What follows belongs to an exercise in optimizing a design on an open flow for small area; a production flow would make more cautious choices.
In this exercise RTL edits were held to simulation tests only and were not proved equivalent to the original.
Power is estimated from default activity; no workload was simulated.

[flow/design.v]
`timescale 1 ns / 100 ps
module whackamole_top (
input        Clk100MHz,
input        BtnC, BtnU, BtnL, BtnR, BtnD,
output       Ld0, Ld1, Ld2, Ld3, Ld4,
input        Sw0, Sw1, Sw2, Sw3, Sw4, Sw5, Sw6, Sw7, Sw8,
output       hSync,
output       vSync,
output [3:0] vgaR,
output [3:0] vgaG,
output [3:0] vgaB,
output [6:0] GameScore
);
wire Reset = BtnC;
reg [4:0] hc;
reg [7:0] hx;    
reg [2:0] vr;    
reg [6:0] vy;    
reg [1:0] fc;    
wire pix_en   = (hc[1:0] == 2'd3);
wire hc_wrap  = (hc == 5'd19);
wire line_end = hc_wrap && (hx == 8'd160);
wire frm_end  = line_end && (vr == 3'd4) && (vy == 7'd105);
always @(posedge Clk100MHz or posedge Reset) begin
    if (Reset) begin
        hc <= 5'd2;
        hx <= 8'd1;
        vr <= 3'd0;
        vy <= 7'd1;
        fc <= 2'd0;
    end else begin
        hc <= hc_wrap ? 5'd0 : hc + 5'd1;
        if (hc_wrap)
            hx <= (hx == 8'd160) ? 8'd1 : hx + 8'd1;
        if (line_end) begin
            if (vr == 3'd4) begin
                vr <= 3'd0;
                vy <= (vy == 7'd105) ? 7'd1 : vy + 7'd1;
            end else
                vr <= vr + 3'd1;
        end
        if (frm_end)
            fc <= fc + 2'd1;
    end
end
wire [2:0] hr = hc[4:2];
assign hSync = ~(((hx > 8'd132) || (hx == 8'd132 && hr != 3'd0)) &&
                 ((hx < 8'd151) || (hx == 8'd151 && hr < 3'd2)));
assign vSync = ~(vy == 7'd99 && vr < 3'd2);
wire video_on = (hx <= 8'd128) && (vy <= 7'd96);
reg game_timer_out;
always @(posedge Clk100MHz or posedge Reset) begin
    if (Reset)
        game_timer_out <= 1'b0;
    else if (fc == 2'd3 && vy == 7'd61 && vr == 3'd0 && hx == 8'd1 && hc == 5'd1)
        game_timer_out <= 1'b1;
end
reg [2:0] state;
localparam [2:0] INI = 3'b000, WAIT = 3'b001, HIT = 3'b010, DONE = 3'b011,
                 SPAWN = 3'b100, SPAWN_H = 3'b101;
wire in_ini   = (state == INI);
wire in_wait  = (state == WAIT);
wire in_hit   = state[1] & ~state[0];
wire in_done  = state[1] & state[0];
wire in_spawn = state[2];               
wire reset_mole_timer = state[2] & state[0];
assign Ld0 = in_wait;
assign Ld1 = in_ini;
assign Ld2 = in_spawn;
assign Ld3 = in_hit;
assign Ld4 = in_done;
reg [3:0] lfsr;
reg [1:0] diff;           
reg [21:0] mole_timer;
reg mole_timer_out;
reg [3:0] mole_index;     
reg match;                
reg [6:0] score;
assign GameScore = score;
wire [21:0] mole_max = (diff == 2'd0) ? 22'h3AE17C :
                       (diff == 2'd1) ? 22'h20F89A :
                       (diff == 2'd2) ? 22'h1F4232 : 22'h2C5648;
wire btn_any = BtnL | BtnU | BtnR;
wire [3:0] rnd_new = (lfsr > 4'd8) ? lfsr - 4'd9 : lfsr;
wire [3:0] idx_next = (in_spawn && mole_timer_out) ? rnd_new : mole_index;
reg  [3:0] sw_enc;
always @(*) begin
    if      (Sw0) sw_enc = 4'd0;
    else if (Sw1) sw_enc = 4'd1;
    else if (Sw2) sw_enc = 4'd2;
    else if (Sw3) sw_enc = 4'd3;
    else if (Sw4) sw_enc = 4'd4;
    else if (Sw5) sw_enc = 4'd5;
    else if (Sw6) sw_enc = 4'd6;
    else if (Sw7) sw_enc = 4'd7;
    else if (Sw8) sw_enc = 4'd8;
    else          sw_enc = 4'd15;
end
always @(posedge Clk100MHz or posedge Reset) begin
    if (Reset)
        lfsr <= 4'b1011;
    else
        lfsr <= {lfsr[2:0], lfsr[3] ^ lfsr[2]};
end
always @(posedge Clk100MHz or posedge Reset) begin
    if (Reset) begin
        mole_timer     <= 22'h200000;
        mole_timer_out <= 1'b0;
    end else if (reset_mole_timer) begin
        mole_timer     <= 22'd0;
        mole_timer_out <= 1'b0;
    end else if (mole_timer == mole_max) begin
        mole_timer     <= 22'd0;
        mole_timer_out <= 1'b1;
    end else begin
        mole_timer     <= {mole_timer[20:0], mole_timer[21] ^ mole_timer[20] ^ (mole_timer[20:0] == 21'd0)};
        mole_timer_out <= 1'b0;
    end
end
always @(posedge Clk100MHz or posedge Reset) begin
    if (Reset) begin
        state            <= INI;
        score            <= 7'd0;
        diff             <= 2'd0;
        mole_index       <= 4'd14;
        match            <= 1'b0;
    end else begin
        match            <= in_spawn && (sw_enc == idx_next);
        mole_index       <= in_hit ? 4'd14 : idx_next;
        if (in_hit)
            score <= score + 7'd1;
        if (in_ini) begin
            if (BtnL)      diff <= 2'd1;
            else if (BtnU) diff <= 2'd2;
            else if (BtnR) diff <= 2'd3;
        end
        state[2] <= (in_ini & btn_any) | (in_hit & ~game_timer_out) |
                    (in_spawn & ~game_timer_out & ~match);
        state[1] <= (in_hit & game_timer_out) | (in_done & ~BtnD) |
                    (in_spawn & (game_timer_out | match));
        state[0] <= (~state[2] & (state[1] | state[0])) | (in_spawn & game_timer_out);
    end
end
wire [6:0] X = hx[6:0];
wire [6:0] Y = vy;
wire [81:0] letters_r8 = 82'b1111110000110011111100110000001100110011001100110011110011001100110011001100000011;
wire [81:0] letters_r9 = 82'b1111110000110011111100110000001100110011001100110011110011001100110011001100000011;
wire [81:0] letters_r10 = 82'b0000110000110011001100111100111100001100000011110000110000110000110011001100000011;
wire [81:0] letters_r11 = 82'b0011110000110011001100111100111100001100000011110000110000110000111111001100000011;
wire [81:0] letters_r12 = 82'b0011110000110011001100110000001100111111000011110000110011111100111111001100000011;
wire [81:0] letters_r13 = 82'b0000110000110011001100110000001100111111000011110000110011111100110011001100000011;
wire [81:0] letters_r14 = 82'b1111110011110011111100110000001100110011001100110011110011001100110011001100110011;
wire [81:0] letters_r15 = 82'b1111110011110011111100110000001100110011001100110011110011001100110011001100110011;
wire [6:0] letters_xi = X - 7'd28;
reg letters;
always @(*) begin
    letters = 1'b0;
    if (X >= 7'd28 && X <= 7'd109)
        case (Y)
            7'd8: letters = letters_r8[letters_xi];
            7'd9: letters = letters_r9[letters_xi];
            7'd10: letters = letters_r10[letters_xi];
            7'd11: letters = letters_r11[letters_xi];
            7'd12: letters = letters_r12[letters_xi];
            7'd13: letters = letters_r13[letters_xi];
            7'd14: letters = letters_r14[letters_xi];
            7'd15: letters = letters_r15[letters_xi];
            default: letters = 1'b0;
        endcase
end
wire [67:0] game_over_letters_r44 = 68'b11111100111111001100110011111100000011111100110000110011001100111111;
wire [67:0] game_over_letters_r45 = 68'b11111100111111001100110011111100000011111100110000110011001100111111;
wire [67:0] game_over_letters_r46 = 68'b11001100000011000111100011001100000000001100111111110000110000000011;
wire [67:0] game_over_letters_r47 = 68'b11001100001111000111100011001100000000111100111111110000110000000011;
wire [67:0] game_over_letters_r48 = 68'b00111100001111000011000011001100000000111100110000110011111100111111;
wire [67:0] game_over_letters_r49 = 68'b00111100000011000011000011001100000000001100110000110011111100111111;
wire [67:0] game_over_letters_r50 = 68'b00111100111111000011000011111100000011111100110000110011001100111111;
wire [67:0] game_over_letters_r51 = 68'b00111100111111000011000011111100000011111100110000110011001100111111;
wire [6:0] game_over_letters_xi = X - 7'd40;
reg game_over_letters;
always @(*) begin
    game_over_letters = 1'b0;
    if (X >= 7'd40 && X <= 7'd107)
        case (Y)
            7'd44: game_over_letters = game_over_letters_r44[game_over_letters_xi];
            7'd45: game_over_letters = game_over_letters_r45[game_over_letters_xi];
            7'd46: game_over_letters = game_over_letters_r46[game_over_letters_xi];
            7'd47: game_over_letters = game_over_letters_r47[game_over_letters_xi];
            7'd48: game_over_letters = game_over_letters_r48[game_over_letters_xi];
            7'd49: game_over_letters = game_over_letters_r49[game_over_letters_xi];
            7'd50: game_over_letters = game_over_letters_r50[game_over_letters_xi];
            7'd51: game_over_letters = game_over_letters_r51[game_over_letters_xi];
            default: game_over_letters = 1'b0;
        endcase
end
wire [1:0] number_d0_r38 = 2'b11;
wire [1:0] number_d0_r39 = 2'b11;
wire [1:0] number_d0_r40 = 2'b11;
wire [1:0] number_d0_r41 = 2'b11;
wire [1:0] number_d0_r42 = 2'b11;
wire [1:0] number_d0_r43 = 2'b11;
wire [6:0] number_d0_xi = X - 7'd22;
reg number_d0;
always @(*) begin
    number_d0 = 1'b0;
    if (X >= 7'd22 && X <= 7'd23)
        case (Y)
            7'd38: number_d0 = number_d0_r38[number_d0_xi];
            7'd39: number_d0 = number_d0_r39[number_d0_xi];
            7'd40: number_d0 = number_d0_r40[number_d0_xi];
            7'd41: number_d0 = number_d0_r41[number_d0_xi];
            7'd42: number_d0 = number_d0_r42[number_d0_xi];
            7'd43: number_d0 = number_d0_r43[number_d0_xi];
            default: number_d0 = 1'b0;
        endcase
end
wire [3:0] number_d1_r38 = 4'b1111;
wire [3:0] number_d1_r39 = 4'b1111;
wire [3:0] number_d1_r40 = 4'b1100;
wire [3:0] number_d1_r41 = 4'b1100;
wire [3:0] number_d1_r42 = 4'b1111;
wire [3:0] number_d1_r43 = 4'b1111;
wire [3:0] number_d1_r44 = 4'b0011;
wire [3:0] number_d1_r45 = 4'b0011;
wire [3:0] number_d1_r46 = 4'b1111;
wire [3:0] number_d1_r47 = 4'b1111;
wire [6:0] number_d1_xi = X - 7'd62;
reg number_d1;
always @(*) begin
    number_d1 = 1'b0;
    if (X >= 7'd62 && X <= 7'd65)
        case (Y)
            7'd38: number_d1 = number_d1_r38[number_d1_xi];
            7'd39: number_d1 = number_d1_r39[number_d1_xi];
            7'd40: number_d1 = number_d1_r40[number_d1_xi];
            7'd41: number_d1 = number_d1_r41[number_d1_xi];
            7'd42: number_d1 = number_d1_r42[number_d1_xi];
            7'd43: number_d1 = number_d1_r43[number_d1_xi];
            7'd44: number_d1 = number_d1_r44[number_d1_xi];
            7'd45: number_d1 = number_d1_r45[number_d1_xi];
            7'd46: number_d1 = number_d1_r46[number_d1_xi];
            7'd47: number_d1 = number_d1_r47[number_d1_xi];
            default: number_d1 = 1'b0;
        endcase
end
wire [3:0] number_d2_r38 = 4'b1111;
wire [3:0] number_d2_r39 = 4'b1111;
wire [3:0] number_d2_r40 = 4'b1100;
wire [3:0] number_d2_r41 = 4'b1100;
wire [3:0] number_d2_r42 = 4'b1111;
wire [3:0] number_d2_r43 = 4'b1111;
wire [3:0] number_d2_r44 = 4'b1100;
wire [3:0] number_d2_r45 = 4'b1100;
wire [3:0] number_d2_r46 = 4'b1111;
wire [3:0] number_d2_r47 = 4'b1111;
wire [6:0] number_d2_xi = X - 7'd104;
reg number_d2;
always @(*) begin
    number_d2 = 1'b0;
    if (X >= 7'd104 && X <= 7'd107)
        case (Y)
            7'd38: number_d2 = number_d2_r38[number_d2_xi];
            7'd39: number_d2 = number_d2_r39[number_d2_xi];
            7'd40: number_d2 = number_d2_r40[number_d2_xi];
            7'd41: number_d2 = number_d2_r41[number_d2_xi];
            7'd42: number_d2 = number_d2_r42[number_d2_xi];
            7'd43: number_d2 = number_d2_r43[number_d2_xi];
            7'd44: number_d2 = number_d2_r44[number_d2_xi];
            7'd45: number_d2 = number_d2_r45[number_d2_xi];
            7'd46: number_d2 = number_d2_r46[number_d2_xi];
            7'd47: number_d2 = number_d2_r47[number_d2_xi];
            default: number_d2 = 1'b0;
        endcase
end
wire [5:0] number_d3_r60 = 6'b110011;
wire [5:0] number_d3_r61 = 6'b110011;
wire [5:0] number_d3_r62 = 6'b111111;
wire [5:0] number_d3_r63 = 6'b111111;
wire [5:0] number_d3_r64 = 6'b110000;
wire [5:0] number_d3_r65 = 6'b110000;
wire [5:0] number_d3_r66 = 6'b110000;
wire [5:0] number_d3_r67 = 6'b110000;
wire [6:0] number_d3_xi = X - 7'd18;
reg number_d3;
always @(*) begin
    number_d3 = 1'b0;
    if (X >= 7'd18 && X <= 7'd23)
        case (Y)
            7'd60: number_d3 = number_d3_r60[number_d3_xi];
            7'd61: number_d3 = number_d3_r61[number_d3_xi];
            7'd62: number_d3 = number_d3_r62[number_d3_xi];
            7'd63: number_d3 = number_d3_r63[number_d3_xi];
            7'd64: number_d3 = number_d3_r64[number_d3_xi];
            7'd65: number_d3 = number_d3_r65[number_d3_xi];
            7'd66: number_d3 = number_d3_r66[number_d3_xi];
            7'd67: number_d3 = number_d3_r67[number_d3_xi];
            default: number_d3 = 1'b0;
        endcase
end
wire [3:0] number_d4_r60 = 4'b1111;
wire [3:0] number_d4_r61 = 4'b1111;
wire [3:0] number_d4_r62 = 4'b0011;
wire [3:0] number_d4_r63 = 4'b0011;
wire [3:0] number_d4_r64 = 4'b1111;
wire [3:0] number_d4_r65 = 4'b1111;
wire [3:0] number_d4_r66 = 4'b1100;
wire [3:0] number_d4_r67 = 4'b1100;
wire [3:0] number_d4_r68 = 4'b1111;
wire [3:0] number_d4_r69 = 4'b1111;
wire [6:0] number_d4_xi = X - 7'd62;
reg number_d4;
always @(*) begin
    number_d4 = 1'b0;
    if (X >= 7'd62 && X <= 7'd65)
        case (Y)
            7'd60: number_d4 = number_d4_r60[number_d4_xi];
            7'd61: number_d4 = number_d4_r61[number_d4_xi];
            7'd62: number_d4 = number_d4_r62[number_d4_xi];
            7'd63: number_d4 = number_d4_r63[number_d4_xi];
            7'd64: number_d4 = number_d4_r64[number_d4_xi];
            7'd65: number_d4 = number_d4_r65[number_d4_xi];
            7'd66: number_d4 = number_d4_r66[number_d4_xi];
            7'd67: number_d4 = number_d4_r67[number_d4_xi];
            7'd68: number_d4 = number_d4_r68[number_d4_xi];
            7'd69: number_d4 = number_d4_r69[number_d4_xi];
            default: number_d4 = 1'b0;
        endcase
end
wire [5:0] number_d5_r60 = 6'b111111;
wire [5:0] number_d5_r61 = 6'b111111;
wire [5:0] number_d5_r62 = 6'b000011;
wire [5:0] number_d5_r63 = 6'b000011;
wire [5:0] number_d5_r64 = 6'b111111;
wire [5:0] number_d5_r65 = 6'b111111;
wire [5:0] number_d5_r66 = 6'b110011;
wire [5:0] number_d5_r67 = 6'b110011;
wire [5:0] number_d5_r68 = 6'b111111;
wire [5:0] number_d5_r69 = 6'b111111;
wire [6:0] number_d5_xi = X - 7'd102;
reg number_d5;
always @(*) begin
    number_d5 = 1'b0;
    if (X >= 7'd102 && X <= 7'd107)
        case (Y)
            7'd60: number_d5 = number_d5_r60[number_d5_xi];
            7'd61: number_d5 = number_d5_r61[number_d5_xi];
            7'd62: number_d5 = number_d5_r62[number_d5_xi];
            7'd63: number_d5 = number_d5_r63[number_d5_xi];
            7'd64: number_d5 = number_d5_r64[number_d5_xi];
            7'd65: number_d5 = number_d5_r65[number_d5_xi];
            7'd66: number_d5 = number_d5_r66[number_d5_xi];
            7'd67: number_d5 = number_d5_r67[number_d5_xi];
            7'd68: number_d5 = number_d5_r68[number_d5_xi];
            7'd69: number_d5 = number_d5_r69[number_d5_xi];
            default: number_d5 = 1'b0;
        endcase
end
wire [3:0] number_d6_r82 = 4'b1111;
wire [3:0] number_d6_r83 = 4'b1111;
wire [3:0] number_d6_r84 = 4'b1100;
wire [3:0] number_d6_r85 = 4'b1100;
wire [3:0] number_d6_r86 = 4'b1100;
wire [3:0] number_d6_r87 = 4'b1100;
wire [6:0] number_d6_xi = X - 7'd20;
reg number_d6;
always @(*) begin
    number_d6 = 1'b0;
    if (X >= 7'd20 && X <= 7'd23)
        case (Y)
            7'd82: number_d6 = number_d6_r82[number_d6_xi];
            7'd83: number_d6 = number_d6_r83[number_d6_xi];
            7'd84: number_d6 = number_d6_r84[number_d6_xi];
            7'd85: number_d6 = number_d6_r85[number_d6_xi];
            7'd86: number_d6 = number_d6_r86[number_d6_xi];
            7'd87: number_d6 = number_d6_r87[number_d6_xi];
            default: number_d6 = 1'b0;
        endcase
end
wire [5:0] number_d7_r82 = 6'b111111;
wire [5:0] number_d7_r83 = 6'b111111;
wire [5:0] number_d7_r84 = 6'b110011;
wire [5:0] number_d7_r85 = 6'b110011;
wire [5:0] number_d7_r86 = 6'b111111;
wire [5:0] number_d7_r87 = 6'b111111;
wire [5:0] number_d7_r88 = 6'b110011;
wire [5:0] number_d7_r89 = 6'b110011;
wire [5:0] number_d7_r90 = 6'b111111;
wire [5:0] number_d7_r91 = 6'b111111;
wire [6:0] number_d7_xi = X - 7'd60;
reg number_d7;
always @(*) begin
    number_d7 = 1'b0;
    if (X >= 7'd60 && X <= 7'd65)
        case (Y)
            7'd82: number_d7 = number_d7_r82[number_d7_xi];
            7'd83: number_d7 = number_d7_r83[number_d7_xi];
            7'd84: number_d7 = number_d7_r84[number_d7_xi];
            7'd85: number_d7 = number_d7_r85[number_d7_xi];
            7'd86: number_d7 = number_d7_r86[number_d7_xi];
            7'd87: number_d7 = number_d7_r87[number_d7_xi];
            7'd88: number_d7 = number_d7_r88[number_d7_xi];
            7'd89: number_d7 = number_d7_r89[number_d7_xi];
            7'd90: number_d7 = number_d7_r90[number_d7_xi];
            7'd91: number_d7 = number_d7_r91[number_d7_xi];
            default: number_d7 = 1'b0;
        endcase
end
wire [5:0] number_d8_r82 = 6'b111111;
wire [5:0] number_d8_r83 = 6'b111111;
wire [5:0] number_d8_r84 = 6'b110011;
wire [5:0] number_d8_r85 = 6'b110011;
wire [5:0] number_d8_r86 = 6'b111111;
wire [5:0] number_d8_r87 = 6'b111111;
wire [5:0] number_d8_r88 = 6'b110000;
wire [5:0] number_d8_r89 = 6'b110000;
wire [5:0] number_d8_r90 = 6'b110000;
wire [5:0] number_d8_r91 = 6'b110000;
wire [6:0] number_d8_xi = X - 7'd102;
reg number_d8;
always @(*) begin
    number_d8 = 1'b0;
    if (X >= 7'd102 && X <= 7'd107)
        case (Y)
            7'd82: number_d8 = number_d8_r82[number_d8_xi];
            7'd83: number_d8 = number_d8_r83[number_d8_xi];
            7'd84: number_d8 = number_d8_r84[number_d8_xi];
            7'd85: number_d8 = number_d8_r85[number_d8_xi];
            7'd86: number_d8 = number_d8_r86[number_d8_xi];
            7'd87: number_d8 = number_d8_r87[number_d8_xi];
            7'd88: number_d8 = number_d8_r88[number_d8_xi];
            7'd89: number_d8 = number_d8_r89[number_d8_xi];
            7'd90: number_d8 = number_d8_r90[number_d8_xi];
            7'd91: number_d8 = number_d8_r91[number_d8_xi];
            default: number_d8 = 1'b0;
        endcase
end
wire number = number_d0 | number_d1 | number_d2 | number_d3 | number_d4 | number_d5 | number_d6 | number_d7 | number_d8;
wire hc0 = (X >= 7'd15 && X <= 7'd30);
wire hc1 = (X >= 7'd57 && X <= 7'd72);
wire hc2 = (X >= 7'd99 && X <= 7'd114);
wire hr0 = (Y >= 7'd27 && Y <= 7'd34);
wire hr1 = (Y >= 7'd49 && Y <= 7'd56);
wire hr2 = (Y >= 7'd71 && Y <= 7'd78);
wire hole_pixel = (hc0 | hc1 | hc2) & (hr0 | hr1 | hr2);
wire mc0 = (X >= 7'd17 && X <= 7'd28);
wire mc1 = (X >= 7'd59 && X <= 7'd70);
wire mc2 = (X >= 7'd101 && X <= 7'd112);
wire mr0 = (Y >= 7'd15 && Y <= 7'd26);
wire mr1 = (Y >= 7'd37 && Y <= 7'd48);
wire mr2 = (Y >= 7'd59 && Y <= 7'd70);
reg mole_pixel;
always @(*) begin
    case (mole_index)
        4'd0: mole_pixel = mc0 & mr0;
        4'd1: mole_pixel = mc1 & mr0;
        4'd2: mole_pixel = mc2 & mr0;
        4'd3: mole_pixel = mc0 & mr1;
        4'd4: mole_pixel = mc1 & mr1;
        4'd5: mole_pixel = mc2 & mr1;
        4'd6: mole_pixel = mc0 & mr2;
        4'd7: mole_pixel = mc1 & mr2;
        4'd8: mole_pixel = mc2 & mr2;
        default: mole_pixel = 1'b0;
    endcase
end
reg [2:0] col;
reg [2:0] col_next;
always @(*) begin
    if (!video_on)                 col_next = 3'd0;
    else if (in_wait)        col_next = letters ? 3'd7 : 3'd1;
    else if (in_done)        col_next = game_over_letters ? 3'd7 : 3'd6;
    else if (Y <= 7'd16)            col_next = letters ? 3'd7 : 3'd2;
    else if (mole_pixel)           col_next = 3'd5;
    else if (hole_pixel)           col_next = 3'd0;
    else if (number)               col_next = 3'd7;
    else                           col_next = 3'd4;
end
always @(posedge Clk100MHz or posedge Reset) begin
    if (Reset)
        col <= 3'd0;
    else if (pix_en)
        col <= col_next;
end
wire white = col[0] & col[1];
assign vgaR = {col[2] & col[0], col[0] & (col[1] | ~col[2]), white, white};
assign vgaG = {white, col[2] & (col[0] | ~col[1]), white, white};
assign vgaB = {col[1] & (col[0] | ~col[2]), col[1], col[1] & (col[0] | ~col[2]), col[1] & (col[0] | ~col[2])};
endmodule
[flow/config.mk]
export PLATFORM = sky130hd
export DESIGN_NAME = whackamole_top
export DESIGN_NICKNAME = whackamole_top
export VERILOG_FILES = /design/flow/design.v
export SDC_FILE = /design/flow/constraint.sdc
export NUM_CORES = 4
export LEC_CHECK = 0
export CAP_MARGIN = 20
export CORE_MARGIN = 2
export CORE_UTILIZATION = 60
export SLEW_MARGIN = 20
[flow/standard.sh]
#!/bin/bash
# synth_recipe.tcl (not shown) runs the flow's synth.tcl, then flattens the netlist and writes it again
# the make line also repeats each setting of config.mk as NAME=value (left out here)
make -C /OpenROAD-flow-scripts/flow DESIGN_CONFIG=/design/flow/config.mk WORK_HOME=/design/flow/orfs CLKGATE_MAP_FILE= SYNTH_SCRIPT=/design/flow/synth_recipe.tcl "${@:-finish}"
[flow/flow/dont_use.txt]
sky130_fd_sc_hd__lpflow_bleeder_1
sky130_fd_sc_hd__lpflow_clkbufkapwr_1
sky130_fd_sc_hd__lpflow_clkbufkapwr_16
sky130_fd_sc_hd__lpflow_clkbufkapwr_2
sky130_fd_sc_hd__lpflow_clkbufkapwr_4
sky130_fd_sc_hd__lpflow_clkbufkapwr_8
sky130_fd_sc_hd__lpflow_clkinvkapwr_1
sky130_fd_sc_hd__lpflow_clkinvkapwr_16
sky130_fd_sc_hd__lpflow_clkinvkapwr_2
sky130_fd_sc_hd__lpflow_clkinvkapwr_4
sky130_fd_sc_hd__lpflow_clkinvkapwr_8
sky130_fd_sc_hd__lpflow_decapkapwr_12
sky130_fd_sc_hd__lpflow_decapkapwr_3
sky130_fd_sc_hd__lpflow_decapkapwr_4
sky130_fd_sc_hd__lpflow_decapkapwr_6
sky130_fd_sc_hd__lpflow_decapkapwr_8
sky130_fd_sc_hd__lpflow_inputiso0n_1
sky130_fd_sc_hd__lpflow_inputiso0p_1
sky130_fd_sc_hd__lpflow_inputiso1n_1
sky130_fd_sc_hd__lpflow_inputiso1p_1
sky130_fd_sc_hd__lpflow_inputisolatch_1
sky130_fd_sc_hd__lpflow_isobufsrc_1
sky130_fd_sc_hd__lpflow_isobufsrc_16
sky130_fd_sc_hd__lpflow_isobufsrc_2
sky130_fd_sc_hd__lpflow_isobufsrc_4
sky130_fd_sc_hd__lpflow_isobufsrc_8
sky130_fd_sc_hd__lpflow_isobufsrckapwr_16
sky130_fd_sc_hd__lpflow_lsbuf_lh_hl_isowell_tap_1
sky130_fd_sc_hd__lpflow_lsbuf_lh_hl_isowell_tap_2
sky130_fd_sc_hd__lpflow_lsbuf_lh_hl_isowell_tap_4
sky130_fd_sc_hd__lpflow_lsbuf_lh_isowell_4
sky130_fd_sc_hd__lpflow_lsbuf_lh_isowell_tap_1
sky130_fd_sc_hd__lpflow_lsbuf_lh_isowell_tap_2
sky130_fd_sc_hd__lpflow_lsbuf_lh_isowell_tap_4
sky130_fd_sc_hd__probe_p_8
sky130_fd_sc_hd__probec_p_8
[flow/flow/deep.abc]
strash
&get -n
&deepsyn -T @T@
&put
dch -f
map -a
topo
[flow/flow/run.sh]
#!/bin/bash
# Layout flow: the standard synthesis, then an area re-mapping of the
# combinational logic between the (untouched) flip-flops, proved equivalent
# to the standard netlist, then the standard layout steps.
set -euo pipefail
W=$PWD
F=$W/flow
R=$W/orfs/results/${FLOW_PLATFORM}/whackamole_top/base
LIB=$FLOW_HOME/platforms/${FLOW_PLATFORM}/lib/sky130_fd_sc_hd__tt_025C_1v80.lib
YOSYS=$(command -v yosys || echo "$FLOW_HOME/../tools/install/yosys/bin/yosys")
DEEP_T=${DEEP_T:-300}

# 1. standard synthesis
bash standard.sh synth > $W/synth_standard.log 2>&1
cp $R/1_2_yosys.v $W/synth_standard.v

# 2. re-map the combinational logic for area (flip-flops are kept as they are)
DU=$(sed 's/^/-dont_use /' $F/dont_use.txt | tr '\n' ' ')
sed "s/@T@/$DEEP_T/" $F/deep.abc > $W/deep.abc
cat > $W/reopt.ys <<EOS
read_liberty -ignore_miss_func $LIB
read_verilog $W/synth_standard.v
hierarchy -top $FLOW_TOP
blackbox sky130_fd_sc_hd__df*
flatten
opt_clean -purge
abc -liberty $LIB $DU -script $W/deep.abc
opt_clean -purge
hilomap -singleton -hicell sky130_fd_sc_hd__conb_1 HI -locell sky130_fd_sc_hd__conb_1 LO
insbuf -buf sky130_fd_sc_hd__buf_4 A X
tee -o $W/reopt_stat.txt stat -liberty $LIB
write_verilog -noattr -nohex -nodec $W/synth_reopt.v
EOS
ok=0
if $YOSYS -s $W/reopt.ys > $W/reopt.log 2>&1; then
  # 3. prove the re-mapped netlist equivalent to the standard one
  cat > $W/equiv.ys <<EOS
read_liberty -ignore_miss_func $LIB
read_verilog $W/synth_standard.v
rename $FLOW_TOP gold
read_verilog $W/synth_reopt.v
rename $FLOW_TOP gate
flatten gold gate
rename -hide gold/w:_* gate/w:_*
opt_clean
async2sync
equiv_make gold gate equiv
hierarchy -top equiv
equiv_simple -seq 2
equiv_induct
equiv_status -assert
EOS
  if $YOSYS -s $W/equiv.ys > $W/equiv.log 2>&1; then ok=1; fi
fi
if [[ $ok == 1 ]]; then
  echo "using the re-mapped netlist"
  cp $W/synth_reopt.v $R/1_2_yosys.v
  rm -f $R/1_synth.odb $R/1_synth.sdc
else
  echo "re-mapping failed or not proven; keeping the standard netlist"
fi

# 4. standard layout, with the smallest buffer on each port and a clock tree
#    without dummy balancing loads
export BUFFER_PORTS_ARGS="-buffer_cell sky130_fd_sc_hd__buf_1"
export CTS_ARGS="-sink_clustering_enable -repair_clock_nets -dont_use_dummy_load -buf_list ${CTS_BUF:-sky130_fd_sc_hd__clkbuf_8}"
bash standard.sh finish > $W/layout.log 2>&1
[flow/constraint.sdc]
create_clock -name core_clock -period 10.0 [get_ports {Clk100MHz}]
set_input_delay 2.0000 -clock core_clock [delete_from_list [all_inputs] [get_ports {Clk100MHz}]]
set_output_delay 2.0000 -clock core_clock [all_outputs]
set_load 0.01 [all_outputs]
==> impl_metrics.csv, run 1 <==
group,metric,value,unit
timing,setup_viol,0,
final_layout,drive_gt1_share,4.187,%
timing,rsz0062_at_grt,"false",
route,drcViolationCount,0,
worst_setup_path,crit_path_cell_trace,"clkinv_1 -> nor2_1 -> nand2_1 -> o21ai_0 -> nand2_1 -> o2111ai_1 -> buf_1",
global_route,antenna_found_initial,0,
power,power_leakage,1.791,nW
worst_setup_path,cp_num_buf_inv,2,
route,drt-total-wl,12.14,mm
clock_tree,numCtsBuffers,9,
worst_setup_path,crit_path_top_delay_cell,"dfrtp_1",
power,ir_worst_vdd,0.1422,mV
placement,dp_hpwl,9.282,mm
worst_setup_path,crit_arrival,2.33,ns
clock_tree,cts_resized,0,
timing,hold_viol,0,
route,wl_per_cell,16.94,um
clock_tree,clock_latency,0.36,ns
clock_tree,cts_buffer_depth,2,
route,drt_iter0_markers,344,
floorplanning,design.core.area,6832,um2
final_layout,n_fill_cell,571,
synthesis,syn_inst,584,
worst_setup_path,path_common_cell,"nand2_1",
placement,dp_cells,708,
final_layout,diodes,0,
clock_tree,cts_tree,"yes",
floorplanning,start_util,62.25,%
placement,port_buffers,40,
worst_setup_path,crit_family,"flip-flops",
timing,drv_slew,0,
worst_setup_path,start_kind,"flip-flop",
final_layout,nets,638,
route,ant_nets,0,
final_layout,final_cells,717,
synthesis,avgSynthCellArea,7.282,um2
worst_setup_path,critPathMaxFanout,15,
placement,place_congestion,0.9309,
floorplanning,top_level_ports,41,
floorplanning,die_h,88.19,um
global_route,grtUsageTotal,32.51,%
timing,worst_pin_slew,0.8972,ns
timing,tns,0,ns
worst_hold_path,hold_class,"flip-flop to flip-flop",
power,p_per_area,147.5,nW/um2
route,drt_first_pass_iters,5,
global_route,grt_max_degree,74,
synthesis,yosysWarningCount,1,
clock_tree,h-tree-depth,3,
global_route,grt_pass1_wl,19.28,mm
floorplanning,rows,30,
synthesis,syn_area,4253,um2
floorplanning,die_w,88.19,um
flow_run,drv_cap,0,
timing,min_period_over_period,43.26,%
clock_tree,cts_root_buffer,"clkbuf_8",
global_route,overflow,0,
worst_setup_path,end_kind,"output port",
floorplanning,die-area,7777,um2
timing,fmax,231.2,MHz
status,status,"timing/DRC/antenna clean",
worst_setup_path,critical_path_required,8.00,ns
global_route,grt_pass1_vias,4214,
clock_tree,cts_sinks,73,
final_layout,area_delta_synth_final,7.267,%
clock_tree,path_clk_slew,0.08,ns
timing,maxSlewHeadroom,40.19,%
clock_tree,cts_setup_buffers,0,
clock_tree,cts_hold_buffers,0,
timing,fin_crit,4.326,ns
worst_setup_path,slowest_delay,0.65,ns
route,viasPerCell,6.079,
route,via_count,4359,
timing,clock_skew,0.03427,ns
synthesis,syn_nets,599,
worst_setup_path,crit_type,"flip-flop to output port",
flip-flops by register name, summed over array words and instances (netlist names), 4 cells and up:
| register | count |
|---|---|
| vy | 7 |
| mole_index | 4 |
| lfsr | 4 |
| hx | 8 |
| hc | 5 |
| score | 7 |
| mole_timer | 22 |
routing by layer:
layer | vias to the layer above | GRT usage, % | wire (um)
met2 | 219 | 55.91 | 6086
met5 | - | 0 | 0
li1 | 2038 | - | -
met3 | 60 | 5.938 | 777
met1 | 2042 | 37.63 | 4612
met4 | 0 | 19.56 | 667
path summary, 6_finish.rpt:
path | cells past startpoint | endpoint | slack (ns) | start
setup / recovery | 7 | hSync | 5.67 | hx[1]
hold / removal | 0 | lfsr[1] | 0.39 | lfsr[0]
setup reg to reg | 17 | vy[6] | 6.59 | hx[3]
hold reg to reg | 0 | lfsr[1] | 0.39 | lfsr[0]
max in group asynchronous | 3 | hx[7] | 7.50 | BtnC
min in group asynchronous | 3 | mole_timer[7] | 1.90 | BtnC
power by group:
group          internal, mW  total [mW]  switching [mW]  leakage, nW
logic                0.0434       0.129          0.0858        0.791
clock network        0.0803       0.180          0.0994       0.0647
registers             0.335       0.364          0.0290        0.935
layout make-up:
type	count	area (um2)	share of cell area [%]
multi-input cells	393	1923	42.16
flip-flops and latches	73	1839	40.32
inverters	104	390.4	8.557
repair buffers	42	165.2	3.620
clock buffers	9	123.9	2.715
well taps	96	120.1	2.633
metrics by stage:
stage | worst slack (ns) | total power, mW | hold slack [ns] | instance area [um2] | util [%]
final | 5.674 | 0.6730 | 0.3917 | 4562 | 66.78
after global routing | 5.566 | 0.7011 | 0.3938 | 4562 | 66.78
after CTS | 5.747 | 0.6678 | 0.3867 | 4562 | 66.78
after detailed placement | 6.133 | 0.4959 | 0.3915 | 4438 | 64.96
after global placement | 6.165 | 0.4875 | 0.3883 | 4438 | 64.96
after floorplan | 6.593 | 0.4663 | 0.3790 | 4253 | -
worst reg2reg max path, delay by kind of cell, from the launching register on:
| kind | cells | cell delay (ns) |
|---|---|---|
| AND/OR/NAND/NOR | 12 | 2.05 |
| flip-flops | 1 | 0.55 |
| buffers and inverters | 2 | 0.35 |
| AO/OA/AOI/OAI | 2 | 0.20 |
| XOR/XNOR | 1 | 0.13 |
layout by cell type (no fill, tap or decap), types with 3 or more instances in the layout:
cell and count:
xor2_1 6, nor4_1 12, dfstp_2 10, nand3_1 14, clkbuf_8 9, dfrtp_1 63, o211ai_1 7, clkinv_1 103
buf_1 40, nand2_1 64, o41ai_1 3, o22ai_1 7, nor3_1 18, o21ai_0 24, o2111ai_1 4, a21oi_1 41
nor2_1 143, a22oi_1 7, nand4_1 10, a31oi_1 10
==> run 2, diff against run 1 <==
--- a/flow/design.v
+++ b/flow/design.v
@@ -12,30 +12,38 @@
 output [6:0] GameScore
 );
 wire Reset = BtnC;
-reg [4:0] hc;
+reg [1:0] dv;    
+reg [2:0] hr;    
 reg [7:0] hx;    
 reg [2:0] vr;    
 reg [6:0] vy;    
 reg [1:0] fc;    
-wire pix_en   = (hc[1:0] == 2'd3);
-wire hc_wrap  = (hc == 5'd19);
-wire line_end = hc_wrap && (hx == 8'd160);
-wire frm_end  = line_end && (vr == 3'd4) && (vy == 7'd105);
+wire pix_en   = dv[1] & dv[0];
+wire hr_last  = hr[2];
+wire hx_last  = hx[7] & hx[5];
+wire vr_last  = vr[2];
+wire vy_last  = vy[6] & vy[5] & vy[3] & vy[0];
+wire hc_wrap  = pix_en & hr_last;
+wire line_end = hc_wrap & hx_last;
+wire frm_end  = line_end & vr_last & vy_last;
 always @(posedge Clk100MHz or posedge Reset) begin
     if (Reset) begin
-        hc <= 5'd2;
+        dv <= 2'd2;
+        hr <= 3'd0;
         hx <= 8'd1;
         vr <= 3'd0;
         vy <= 7'd1;
         fc <= 2'd0;
     end else begin
-        hc <= hc_wrap ? 5'd0 : hc + 5'd1;
+        dv <= dv + 2'd1;
+        if (pix_en)
+            hr <= hr_last ? 3'd0 : hr + 3'd1;
         if (hc_wrap)
-            hx <= (hx == 8'd160) ? 8'd1 : hx + 8'd1;
+            hx <= hx_last ? 8'd1 : hx + 8'd1;
         if (line_end) begin
-            if (vr == 3'd4) begin
+            if (vr_last) begin
                 vr <= 3'd0;
-                vy <= (vy == 7'd105) ? 7'd1 : vy + 7'd1;
+                vy <= vy_last ? 7'd1 : vy + 7'd1;
             end else
                 vr <= vr + 3'd1;
         end
@@ -43,16 +51,15 @@
             fc <= fc + 2'd1;
     end
 end
-wire [2:0] hr = hc[4:2];
 assign hSync = ~(((hx > 8'd132) || (hx == 8'd132 && hr != 3'd0)) &&
-                 ((hx < 8'd151) || (hx == 8'd151 && hr < 3'd2)));
-assign vSync = ~(vy == 7'd99 && vr < 3'd2);
+                 ((hx < 8'd151) || (hx == 8'd151 && !hr[2] && !hr[1])));
+assign vSync = ~(vy[6] & vy[5] & ~vy[2] & vy[1] & vy[0] & ~vr[2] & ~vr[1]);
 wire video_on = (hx <= 8'd128) && (vy <= 7'd96);
 reg game_timer_out;
 always @(posedge Clk100MHz or posedge Reset) begin
     if (Reset)
         game_timer_out <= 1'b0;
-    else if (fc == 2'd3 && vy == 7'd61 && vr == 3'd0 && hx == 8'd1 && hc == 5'd1)
+    else if (fc == 2'd3 && vy == 7'd61 && vr == 3'd0 && hx[7:1] == 7'd0 && hr == 3'd0 && dv == 2'd1)
         game_timer_out <= 1'b1;
 end
 reg [2:0] state;
@@ -77,9 +84,10 @@
 reg match;                
 reg [6:0] score;
 assign GameScore = score;
-wire [21:0] mole_max = (diff == 2'd0) ? 22'h3AE17C :
-                       (diff == 2'd1) ? 22'h20F89A :
-                       (diff == 2'd2) ? 22'h1F4232 : 22'h2C5648;
+localparam [1:0] D_DEFAULT = 2'd0, D_EASY = 2'd1, D_MEDIUM = 2'd3, D_HARD = 2'd2;
+wire [21:0] mole_max = (diff == 2'd0) ? 22'h337C1B :
+                       (diff == 2'd1) ? 22'h01A44B :
+                       (diff == 2'd2) ? 22'h030C58 : 22'h015448;
 wire btn_any = BtnL | BtnU | BtnR;
 wire [3:0] rnd_new = (lfsr > 4'd8) ? lfsr - 4'd9 : lfsr;
 wire [3:0] idx_next = (in_spawn && mole_timer_out) ? rnd_new : mole_index;
@@ -102,37 +110,33 @@
     else
         lfsr <= {lfsr[2:0], lfsr[3] ^ lfsr[2]};
 end
+wire timer_hit = (mole_timer == mole_max);
 always @(posedge Clk100MHz or posedge Reset) begin
-    if (Reset) begin
-        mole_timer     <= 22'h200000;
-        mole_timer_out <= 1'b0;
-    end else if (reset_mole_timer) begin
-        mole_timer     <= 22'd0;
-        mole_timer_out <= 1'b0;
-    end else if (mole_timer == mole_max) begin
-        mole_timer     <= 22'd0;
-        mole_timer_out <= 1'b1;
-    end else begin
-        mole_timer     <= {mole_timer[20:0], mole_timer[21] ^ mole_timer[20] ^ (mole_timer[20:0] == 21'd0)};
-        mole_timer_out <= 1'b0;
-    end
+    if (Reset)
+        mole_timer <= 22'h0888B3;
+    else if (reset_mole_timer || timer_hit)
+        mole_timer <= 22'h111166;
+    else
+        mole_timer <= {mole_timer[20:0], mole_timer[21] ^ mole_timer[20] ^ (mole_timer[20:0] == 21'd0)};
+end
+always @(posedge Clk100MHz) begin
+    mole_timer_out <= timer_hit & ~reset_mole_timer;
+    match          <= in_spawn && (sw_enc == idx_next);
 end
 always @(posedge Clk100MHz or posedge Reset) begin
     if (Reset) begin
         state            <= INI;
         score            <= 7'd0;
-        diff             <= 2'd0;
+        diff             <= D_DEFAULT;
         mole_index       <= 4'd14;
-        match            <= 1'b0;
     end else begin
-        match            <= in_spawn && (sw_enc == idx_next);
         mole_index       <= in_hit ? 4'd14 : idx_next;
         if (in_hit)
             score <= score + 7'd1;
         if (in_ini) begin
-            if (BtnL)      diff <= 2'd1;
-            else if (BtnU) diff <= 2'd2;
-            else if (BtnR) diff <= 2'd3;
+            if (BtnL)      diff <= D_EASY;
+            else if (BtnU) diff <= D_MEDIUM;
+            else if (BtnR) diff <= D_HARD;
         end
         state[2] <= (in_ini & btn_any) | (in_hit & ~game_timer_out) |
                     (in_spawn & ~game_timer_out & ~match);
@@ -450,17 +454,15 @@
 wire mr2 = (Y >= 7'd59 && Y <= 7'd70);
 reg mole_pixel;
 always @(*) begin
-    case (mole_index)
-        4'd0: mole_pixel = mc0 & mr0;
-        4'd1: mole_pixel = mc1 & mr0;
-        4'd2: mole_pixel = mc2 & mr0;
-        4'd3: mole_pixel = mc0 & mr1;
-        4'd4: mole_pixel = mc1 & mr1;
-        4'd5: mole_pixel = mc2 & mr1;
-        4'd6: mole_pixel = mc0 & mr2;
-        4'd7: mole_pixel = mc1 & mr2;
-        4'd8: mole_pixel = mc2 & mr2;
-        default: mole_pixel = 1'b0;
+    case (mole_index[2:0])
+        3'd0: mole_pixel = ~mole_index[3] ? mc0 & mr0 : mc2 & mr2;
+        3'd1: mole_pixel = mc1 & mr0;
+        3'd2: mole_pixel = mc2 & mr0;
+        3'd3: mole_pixel = mc0 & mr1;
+        3'd4: mole_pixel = mc1 & mr1;
+        3'd5: mole_pixel = mc2 & mr1;
+        3'd6: mole_pixel = ~mole_index[3] & mc0 & mr2;
+        default: mole_pixel = mc1 & mr2;
     endcase
 end
 reg [2:0] col;
--- a/flow/flow/run.sh
+++ b/flow/flow/run.sh
@@ -8,7 +8,7 @@
 R=$W/orfs/results/${FLOW_PLATFORM}/whackamole_top/base
 LIB=$FLOW_HOME/platforms/${FLOW_PLATFORM}/lib/sky130_fd_sc_hd__tt_025C_1v80.lib
 YOSYS=$(command -v yosys || echo "$FLOW_HOME/../tools/install/yosys/bin/yosys")
-DEEP_T=${DEEP_T:-300}
+DEEP_T=${DEEP_T:-480}
 
 # 1. standard synthesis
 bash standard.sh synth > $W/synth_standard.log 2>&1
@@ -27,7 +27,7 @@
 abc -liberty $LIB $DU -script $W/deep.abc
 opt_clean -purge
 hilomap -singleton -hicell sky130_fd_sc_hd__conb_1 HI -locell sky130_fd_sc_hd__conb_1 LO
-insbuf -buf sky130_fd_sc_hd__buf_4 A X
+insbuf -buf sky130_fd_sc_hd__buf_1 A X
 tee -o $W/reopt_stat.txt stat -liberty $LIB
 write_verilog -noattr -nohex -nodec $W/synth_reopt.v
 EOS
@@ -60,8 +60,32 @@
   echo "re-mapping failed or not proven; keeping the standard netlist"
 fi
 
-# 4. standard layout, with the smallest buffer on each port and a clock tree
-#    without dummy balancing loads
 export BUFFER_PORTS_ARGS="-buffer_cell sky130_fd_sc_hd__buf_1"
-export CTS_ARGS="-sink_clustering_enable -repair_clock_nets -dont_use_dummy_load -buf_list ${CTS_BUF:-sky130_fd_sc_hd__clkbuf_8}"
+cts_args() { echo "-sink_clustering_enable -repair_clock_nets -dont_use_dummy_load -buf_list sky130_fd_sc_hd__$1"; }
+export CTS_ARGS="$(cts_args clkbuf_4)"
 bash standard.sh finish > $W/layout.log 2>&1
+
+cat > $W/clkslew.tcl <<EOS
+read_db $R/6_final.odb
+read_liberty $LIB
+read_sdc $R/6_final.sdc
+read_spef $R/6_final.spef
+set_propagated_clock [all_clocks]
+set mx 0
+foreach pin [all_registers -clock_pins -edge_triggered] {
+  foreach edge {rise fall} { foreach a {min max} {
+    set mx [expr {max(\$mx, [sta::time_ui_sta [get_property \$pin slew_\${a}_\$edge]] * 1e12)}]
+  } }
+}
+puts "CLKSLEW \$mx"
+EOS
+slew=$(openroad -no_init -exit $W/clkslew.tcl 2>&1 | tee $W/clkslew.log | awk '/^CLKSLEW/ {print $2}')
+echo "clock pin slew with clkbuf_4: ${slew:-unknown} ps"
+if [[ -z "$slew" ]] || awk -v s="$slew" 'BEGIN { exit !(s > 120) }'; then
+  echo "redoing the clock tree with clkbuf_8"
+  mkdir -p $W/first_try
+  cp $R/6_final.v $W/first_try/ 2>/dev/null || true
+  rm -f $R/4_* $R/5_* $R/6_* $R/updated_clks.sdc $R/route.guide
+  export CTS_ARGS="$(cts_args clkbuf_8)"
+  bash standard.sh finish > $W/layout_clkbuf8.log 2>&1
+fi
==> run 2 against run 1 <==
  * Critical path depth grew 1
  * Register-to-register slack is essentially flat
  * Sequential power grew 15%
  * Power grew 15%
  * Largest cell class is now flip-flops and latches
==> impl_metrics.csv, run 2 <==
group,metric,value,unit
status,status,"timing/DRC/antenna clean",
placement,port_buffers,40,
global_route,overflow,0,
power,p_int,0.5151,mW
worst_setup_path,crit_type,"flip-flop to output port",
clock_tree,cts_hold_buffers,0,
floorplanning,design.core.area,6719,um2
final_layout,stdcell_area,4472,um2
clock_tree,numCtsBuffers,9,
final_layout,layout_common_cells,"130 x nor2_1, 110 x clkinv_1, 67 x nand2_1",
worst_setup_path,end_kind,"output port",
floorplanning,die_w,87.10,um
worst_setup_path,critPathMaxFanout,8,
synthesis,syn_area,4143,um2
global_route,grt_max_degree,72,
timing,worst_pin_slew,0.8616,ns
power,power_switching,0.2617,mW
clock_tree,h-tree-depth,3,
power,pwr-share-clk,22.7,%
placement,dp_hpwl,8.327,mm
timing,worst_slack,5.930,ns
clock_tree,path_clk_slew,0.07,ns
final_layout,regMostFlops,"mole_timer",
route,wl_per_cell,15.61,um
floorplanning,die-area,7586,um2
timing,fin_crit,4.070,ns
synthesis,syn_inst,582,
power,ir_worst_vdd,0.1602,mV
floorplanning,die_h,87.10,um
timing,fmax,245.7,MHz
timing,clock_skew,0.02502,ns
worst_setup_path,crit_path_cell_trace,"clkinv_1 -> nor2_1 -> clkinv_1 -> nor2_1 -> clkinv_1 -> nor3_1 -> o21ai_0 -> buf_1",
clock_tree,cts_buffer_depth,2,
timing,setup_viol,0,
route,drcViolationCount,0,
clock_tree,cts_setup_buffers,0,
final_layout,diodes,0,
worst_hold_path,hold_class,"flip-flop to flip-flop",
global_route,grtUsageTotal,30.39,%
worst_hold_path,hold_start,"lfsr[0]",
timing,min_period_over_period,40.70,%
global_route,antenna_found_initial,0,
timing,rsz0062_at_grt,"false",
final_layout,reg_top3,"mole_timer x22, hx x8",
clock_tree,clock_latency,0.36,ns
power,switching_share,33.69,%
worst_setup_path,start_kind,"flip-flop",
final_layout,largest_reg_flops,22,
worst_hold_path,whs_path_depth,0,
worst_setup_path,cp_num_buf_inv,4,
route,viasPerCell,5.867,
worst_setup_path,crit_family,"buffers and inverters",
clock_tree,cts_root_buffer,"clkbuf_8",
worst_hold_path,min_to,"lfsr[1]",
final_layout,final_common_cell,"nor2_1",
timing,maxSlewHeadroom,42.56,%
final_layout,area_delta_synth_final,7.943,%
placement,pre_cts_slack,6.292,ns
final_layout,n_fill_cell,551,
global_route,grt_pass1_wl,17.67,mm
clock_tree,cts_sinks,73,
synthesis,avgSynthCellArea,7.118,um2
route,drt-total-wl,10.89,mm
synthesis,syn_nets,597,
power,comb_power_share,23.4,%
clock_tree,cts_resized,0,
floorplanning,start_util,61.66,%
clock_tree,cts_tree,"yes",
worst_setup_path,r2r_cells,14,
route,ant_nets,0,
global_route,grt_pass1_vias,3863,
final_layout,drive_gt1_share,5.502,%
worst_setup_path,slowest_delay,0.47,ns
route,drt_first_pass_iters,5,
worst_setup_path,r2r_end,"vy[6]",
worst_setup_path,path_common_cell,"clkinv_1",
placement,placed_area,4348,um2
floorplanning,rows,30,
route,via_count,4095,
route,drt_iter0_markers,282,
power,seqPwrFrac,53.9,%
floorplanning,top_level_ports,41,
worst_setup_path,r2r_slack,6.60,ns
power,power_leakage,1.796,nW
worst_setup_path,crit_arrival,2.07,ns
timing,hold_viol,0,
timing,tns,0,ns
synthesis,yosysWarningCount,1,
worst_setup_path,r2r_start,"dv[1]",
worst_setup_path,crit_path_top_delay_cell,"dfrtp_1",
placement,place_congestion,0.9984,
worst_setup_path,critical_path_required,8.00,ns
power,p_per_area,173.7,nW/um2
final_layout,nets,635,
flow_run,drv_cap,0,
worst_setup_path,cp-startpoint,"hx[4]",
timing,drv_slew,0,
run 2: worst max path at each step:
stage	end	cells after the start
global placement	hSync	8
finish	hSync	8
global route	hSync	8
CTS	hSync	8
detailed placement	hSync	8
floorplan	hSync	7
run 2: per-layer routing:
| layer | share of wire, % | GRT usage [%] | up-vias | wire [um] |
|---|---|---|---|---|
| met2 | 48 | 49.69 | 198 | 5256 |
| li1 | - | - | 1988 | - |
| met3 | 6.5 | 7.109 | 33 | 705 |
| met5 | 0 | 0 | - | 0 |
| met4 | 3.5 | 14.55 | 0 | 385 |
| met1 | 42 | 38.13 | 1876 | 4545 |
run 2: worst reg2reg max path, delay by kind of cell (launching register included):
kind                   cells  cell delay [ns]
flip-flops                 1             0.54
AND/OR/NAND/NOR            7             1.56
buffers and inverters      5             0.95
AO/OA/AOI/OAI              2             0.28
run 2: final cells by class:
cell class                      instances  area, um2  area share (%)
Multi-Input combinational cell        384       1836           41.05
Timing Repair Buffer                   41      157.7           3.525
Sequential cell                        73       1838           41.10
Clock buffer                            9      123.9           2.770
Tap cell                               80      100.1           2.238
Inverter                              111      416.7           9.317
run 2: power by group through the flow:
stage | clock network, mW | logic (mW) | registers, mW
floorplan | 0 | 0.140 | 0.411
global placement | 0 | 0.174 | 0.419
detailed placement | 0 | 0.181 | 0.422
CTS | 0.178 | 0.182 | 0.418
global route | 0.189 | 0.208 | 0.426
finish | 0.176 | 0.181 | 0.419
run 2: per-stage QoR:
step / power, mW / util, % / std cells / hold WS [ns]
6_report: 0.7768 / 66.55 / 698 / 0.3843
2_1_floorplan: 0.5515 / - / 582 / 0.3608
3_3_place_gp: 0.5931 / 64.71 / 689 / 0.3708
3_5_place_dp: 0.6031 / 64.71 / 689 / 0.3695
4_1_cts: 0.7788 / 66.55 / 698 / 0.3839
5_1_grt: 0.8226 / 66.55 / 698 / 0.3889
==> run 3, diff against run 2 <==
--- a/flow/flow/run.sh
+++ b/flow/flow/run.sh
@@ -8,37 +8,49 @@
 R=$W/orfs/results/${FLOW_PLATFORM}/whackamole_top/base
 LIB=$FLOW_HOME/platforms/${FLOW_PLATFORM}/lib/sky130_fd_sc_hd__tt_025C_1v80.lib
 YOSYS=$(command -v yosys || echo "$FLOW_HOME/../tools/install/yosys/bin/yosys")
-DEEP_T=${DEEP_T:-480}
+DEEP_T=${DEEP_T:-300}
+NSEED=${NSEED:-4}
 
 # 1. standard synthesis
 bash standard.sh synth > $W/synth_standard.log 2>&1
 cp $R/1_2_yosys.v $W/synth_standard.v
 
-# 2. re-map the combinational logic for area (flip-flops are kept as they are)
+# 2. re-map the combinational logic for area (flip-flops are kept as they
+#    are), a few times in parallel with different seeds; each run's log is
+#    reopt_<seed>.log
 DU=$(sed 's/^/-dont_use /' $F/dont_use.txt | tr '\n' ' ')
-sed "s/@T@/$DEEP_T/" $F/deep.abc > $W/deep.abc
-cat > $W/reopt.ys <<EOS
+for s in $(seq 0 $((NSEED - 1))); do
+  sed "s/@T@/$DEEP_T/; s/@S@/$s/" $F/deep.abc > $W/deep_$s.abc
+  cat > $W/reopt_$s.ys <<EOS
 read_liberty -ignore_miss_func $LIB
 read_verilog $W/synth_standard.v
 hierarchy -top $FLOW_TOP
 blackbox sky130_fd_sc_hd__df*
 flatten
 opt_clean -purge
-abc -liberty $LIB $DU -script $W/deep.abc
+abc -liberty $LIB $DU -script $W/deep_$s.abc
 opt_clean -purge
 hilomap -singleton -hicell sky130_fd_sc_hd__conb_1 HI -locell sky130_fd_sc_hd__conb_1 LO
 insbuf -buf sky130_fd_sc_hd__buf_1 A X
-tee -o $W/reopt_stat.txt stat -liberty $LIB
-write_verilog -noattr -nohex -nodec $W/synth_reopt.v
+tee -o $W/reopt_stat_$s.txt stat -liberty $LIB
+write_verilog -noattr -nohex -nodec $W/synth_reopt_$s.v
 EOS
+  $YOSYS -s $W/reopt_$s.ys > $W/reopt_$s.log 2>&1 &
+done
+wait || true
+
+# 3. take the smallest re-mapped netlist that is proved equivalent to the
+#    standard one (equiv_<seed>.log)
 ok=0
-if $YOSYS -s $W/reopt.ys > $W/reopt.log 2>&1; then
-  # 3. prove the re-mapped netlist equivalent to the standard one
-  cat > $W/equiv.ys <<EOS
+for s in $(for f in $W/reopt_stat_*.txt; do
+             a=$(awk '/Chip area for module/ {print $NF}' $f)
+             [[ -n "$a" ]] && echo "$a ${f##*_}"
+           done | sort -g | awk '{sub(/\.txt$/, "", $2); print $2}'); do
+  cat > $W/equiv_$s.ys <<EOS
 read_liberty -ignore_miss_func $LIB
 read_verilog $W/synth_standard.v
 rename $FLOW_TOP gold
-read_verilog $W/synth_reopt.v
+read_verilog $W/synth_reopt_$s.v
 rename $FLOW_TOP gate
 flatten gold gate
 rename -hide gold/w:_* gate/w:_*
@@ -50,10 +62,11 @@
 equiv_induct
 equiv_status -assert
 EOS
-  if $YOSYS -s $W/equiv.ys > $W/equiv.log 2>&1; then ok=1; fi
-fi
+  if $YOSYS -s $W/equiv_$s.ys > $W/equiv_$s.log 2>&1; then ok=1; break; fi
+done
 if [[ $ok == 1 ]]; then
-  echo "using the re-mapped netlist"
+  echo "using the re-mapped netlist of seed $s"
+  cp $W/synth_reopt_$s.v $W/synth_reopt.v
   cp $W/synth_reopt.v $R/1_2_yosys.v
   rm -f $R/1_synth.odb $R/1_synth.sdc
 else
==> flow/flow/deep.abc (replaced) <==
strash
&get -n
&deepsyn -T @T@ -S @S@
&put
dch -f
map -a
topo
==> run 3 against run 2 <==
  * Wire length decreased by 2.8%
  * Count of clock-buffer cells in the layout unchanged
  * Critical path type unchanged
  * Utilization decreased by 0.32 points
==> impl_metrics.csv, run 3 <==
group,metric,value,unit
status,status,"timing/DRC/antenna clean",
floorplanning,start_util,61.20,%
worst_setup_path,r2r_cells,14,
timing,tns,0,ns
final_layout,area_delta_synth_final,8.231,%
worst_setup_path,start_kind,"flip-flop",
flow_run,drv_cap,0,
final_layout,nets,611,
floorplanning,top_level_ports,41,
timing,fin_crit,4.319,ns
global_route,grt_pass1_vias,3772,
clock_tree,path_clk_slew,0.07,ns
timing,min_period_over_period,43.19,%
floorplanning,die_w,86.55,um
synthesis,syn_nets,572,
worst_setup_path,critPathMaxFanout,11,
route,drt-total-wl,10.59,mm
placement,dp_hpwl,8.160,mm
final_layout,multiInputGateArea,1827,um2
clock_tree,h-tree-depth,3,
final_layout,regMostFlops,"mole_timer",
floorplanning,die-area,7491,um2
route,drt_iter0_markers,374,
global_route,grt_max_degree,72,
worst_setup_path,crit_type,"flip-flop to output port",
power,power_leakage,1.760,nW
worst_hold_path,whs_path_depth,0,
floorplanning,rows,30,
final_layout,n_fill_cell,601,
timing,drv_slew,0,
clock_tree,cts_sinks,73,
clock_tree,cts_tree,"yes",
global_route,grt_pass1_wl,17.64,mm
power,p_total,0.7215,mW
clock_tree,cts_setup_buffers,0,
route,drt_first_pass_iters,5,
floorplanning,design.core.area,6681,um2
worst_setup_path,r2r_slack,6.39,ns
final_layout,final_cells,674,
route,viasPerCell,5.950,
synthesis,syn_area,4089,um2
synthesis,syn_inst,557,
placement,place_congestion,0.9600,
worst_setup_path,r2r_end,"vy[6]",
worst_setup_path,critical_path_required,8.00,ns
placement,port_buffers,40,
timing,maxSlewHeadroom,41.05,%
final_layout,drive_gt1_share,6.397,%
timing,rsz0062_at_grt,"false",
final_layout,final_util,66.24,%
worst_setup_path,r2r_start,"dv[1]",
worst_hold_path,hold_start,"lfsr[0]",
final_layout,diodes,0,
power,ir_worst_vdd,0.1737,mV
placement,dp_cells,665,
floorplanning,die_h,86.55,um
clock_tree,clock_latency,0.35,ns
timing,hold_viol,0,
power,p_per_area,163.0,nW/um2
timing,clock_skew,0.01915,ns
clock_tree,cts_resized,0,
global_route,overflow,0,
worst_hold_path,min_to,"lfsr[1]",
global_route,antenna_found_initial,0,
final_layout,layout_common_cells,"122 x nor2_1, 98 x clkinv_1, 54 x dfrtp_1",
route,drcViolationCount,0,
timing,worst_pin_slew,0.8843,ns
clock_tree,cts_root_buffer,"clkbuf_8",
worst_hold_path,hold_class,"flip-flop to flip-flop",
final_layout,reg_top3,"mole_timer x22, hx x8",
final_layout,final_common_cell,"nor2_1",
final_layout,largest_reg_flops,22,
timing,setup_viol,0,
worst_setup_path,crit_arrival,2.32,ns
clock_tree,cts_buffer_depth,2,
route,via_count,4010,
final_layout,final-seq-area,1838,um2
synthesis,yosysWarningCount,1,
timing,fmax,231.5,MHz
synthesis,avgSynthCellArea,7.341,um2
global_route,grtUsageTotal,30.45,%
worst_setup_path,end_kind,"output port",
clock_tree,numCtsBuffers,9,
route,wl_per_cell,15.71,um
route,ant_nets,0,
clock_tree,cts_hold_buffers,0,
[run 3: cell count changes in the layout (fill, tap and decap cells not counted), moves of 3 or more]
| cell | delta |
|---|---|
| o21a_1 | +3 |
| a31oi_1 | -4 |
| a21oi_1 | +7 |
| or2_2 | +4 |
| nand2_1 | -14 |
| nand4_1 | +3 |
| nor3_1 | -3 |
| clkinv_1 | -12 |
| xor2_1 | +4 |
| a211oi_1 | +3 |
| nand3_1 | -6 |
| nor2_1 | -8 |
[run 3: worst max-delay path by stage]
stage | startpoint | depth (start not counted) | endpoint
global route | hx[1] | 7 | hSync
detailed placement | hx[1] | 7 | hSync
floorplan | hx[1] | 6 | hSync
CTS | hx[1] | 7 | hSync
finish | hx[1] | 7 | hSync
global placement | hx[1] | 7 | hSync
[run 3: per-stage QoR]
stage / worst slack [ns] / hold slack, ns / area (um2)
final: 5.681 / 0.3915 / 4425
after global placement: 6.197 / 0.3711 / 4302
after detailed placement: 6.116 / 0.3722 / 4302
after floorplan: 6.489 / 0.3630 / 4089
after global routing: 5.495 / 0.4017 / 4425
after CTS: 5.738 / 0.3969 / 4425
[run 3: final cells by class]
| class | instances | share of cell area, % |
|---|---|---|
| well taps | 80 | 2.262 |
| inverters | 99 | 8.397 |
| flip-flops and latches | 73 | 41.53 |
| repair buffers | 42 | 3.732 |
| clock buffers | 9 | 2.799 |
| multi-input cells | 371 | 41.28 |
[run 3: layer usage]
| layer | vias to the layer above | wire length (um) | track usage (%) | share of wire (%) |
|---|---|---|---|---|
| met2 | 151 | 5290 | 51.89 | 50 |
| met5 | - | 0 | 0 | 0 |
| li1 | 1927 | - | - | - |
| met3 | 41 | 594 | 5.143 | 5.6 |
| met1 | 1891 | 4264 | 38.13 | 40 |
| met4 | 0 | 440 | 13.49 | 4.2 |
[run 3: power by group]
part / total, mW / switching (mW) / internal, mW / leakage, nW
registers: 0.407 / 0.0402 / 0.367 / 0.881
logic: 0.137 / 0.0832 / 0.0537 / 0.814
clock network: 0.177 / 0.0970 / 0.0803 / 0.0647
[run 3: worst max-delay path, stage by stage (launching register included)]
cell and delay (ns):
dfrtp_1 0.56, clkinv_1 0.41, nor2_1 0.21, clkinv_1 0.12, a21oi_1 0.26, a21oi_1 0.11, o21ai_0 0.15, buf_1 0.17

afterwards: timing with drivers on the ports:
The results above use ideal ports. As a check the final layouts listed here were re-extracted and re-timed, cells and wires unchanged. Step 1 assumes that a clkbuf_16 drives the clock port and a buf_2 every other input. Step 2 moves the port delays by t, midway between the first and last clock arrival at a register: inputs arrive t later, outputs are due t later. That takes back most of the time a late clock gives input paths. Three values: no drivers, after step 1, after step 2; two values: the first two.
run	t, ns	slack for setup (ns)	worst slew at a driven data input, ns
run 1	0.375	5.674 / 5.642 / 6.017	0.03
run 2	0.377	5.930 / 5.898 / 6.275	0.05
run 3	0.371	5.681 / 5.650 / 6.021	0.03
After both steps setup and hold are still met in every run listed.
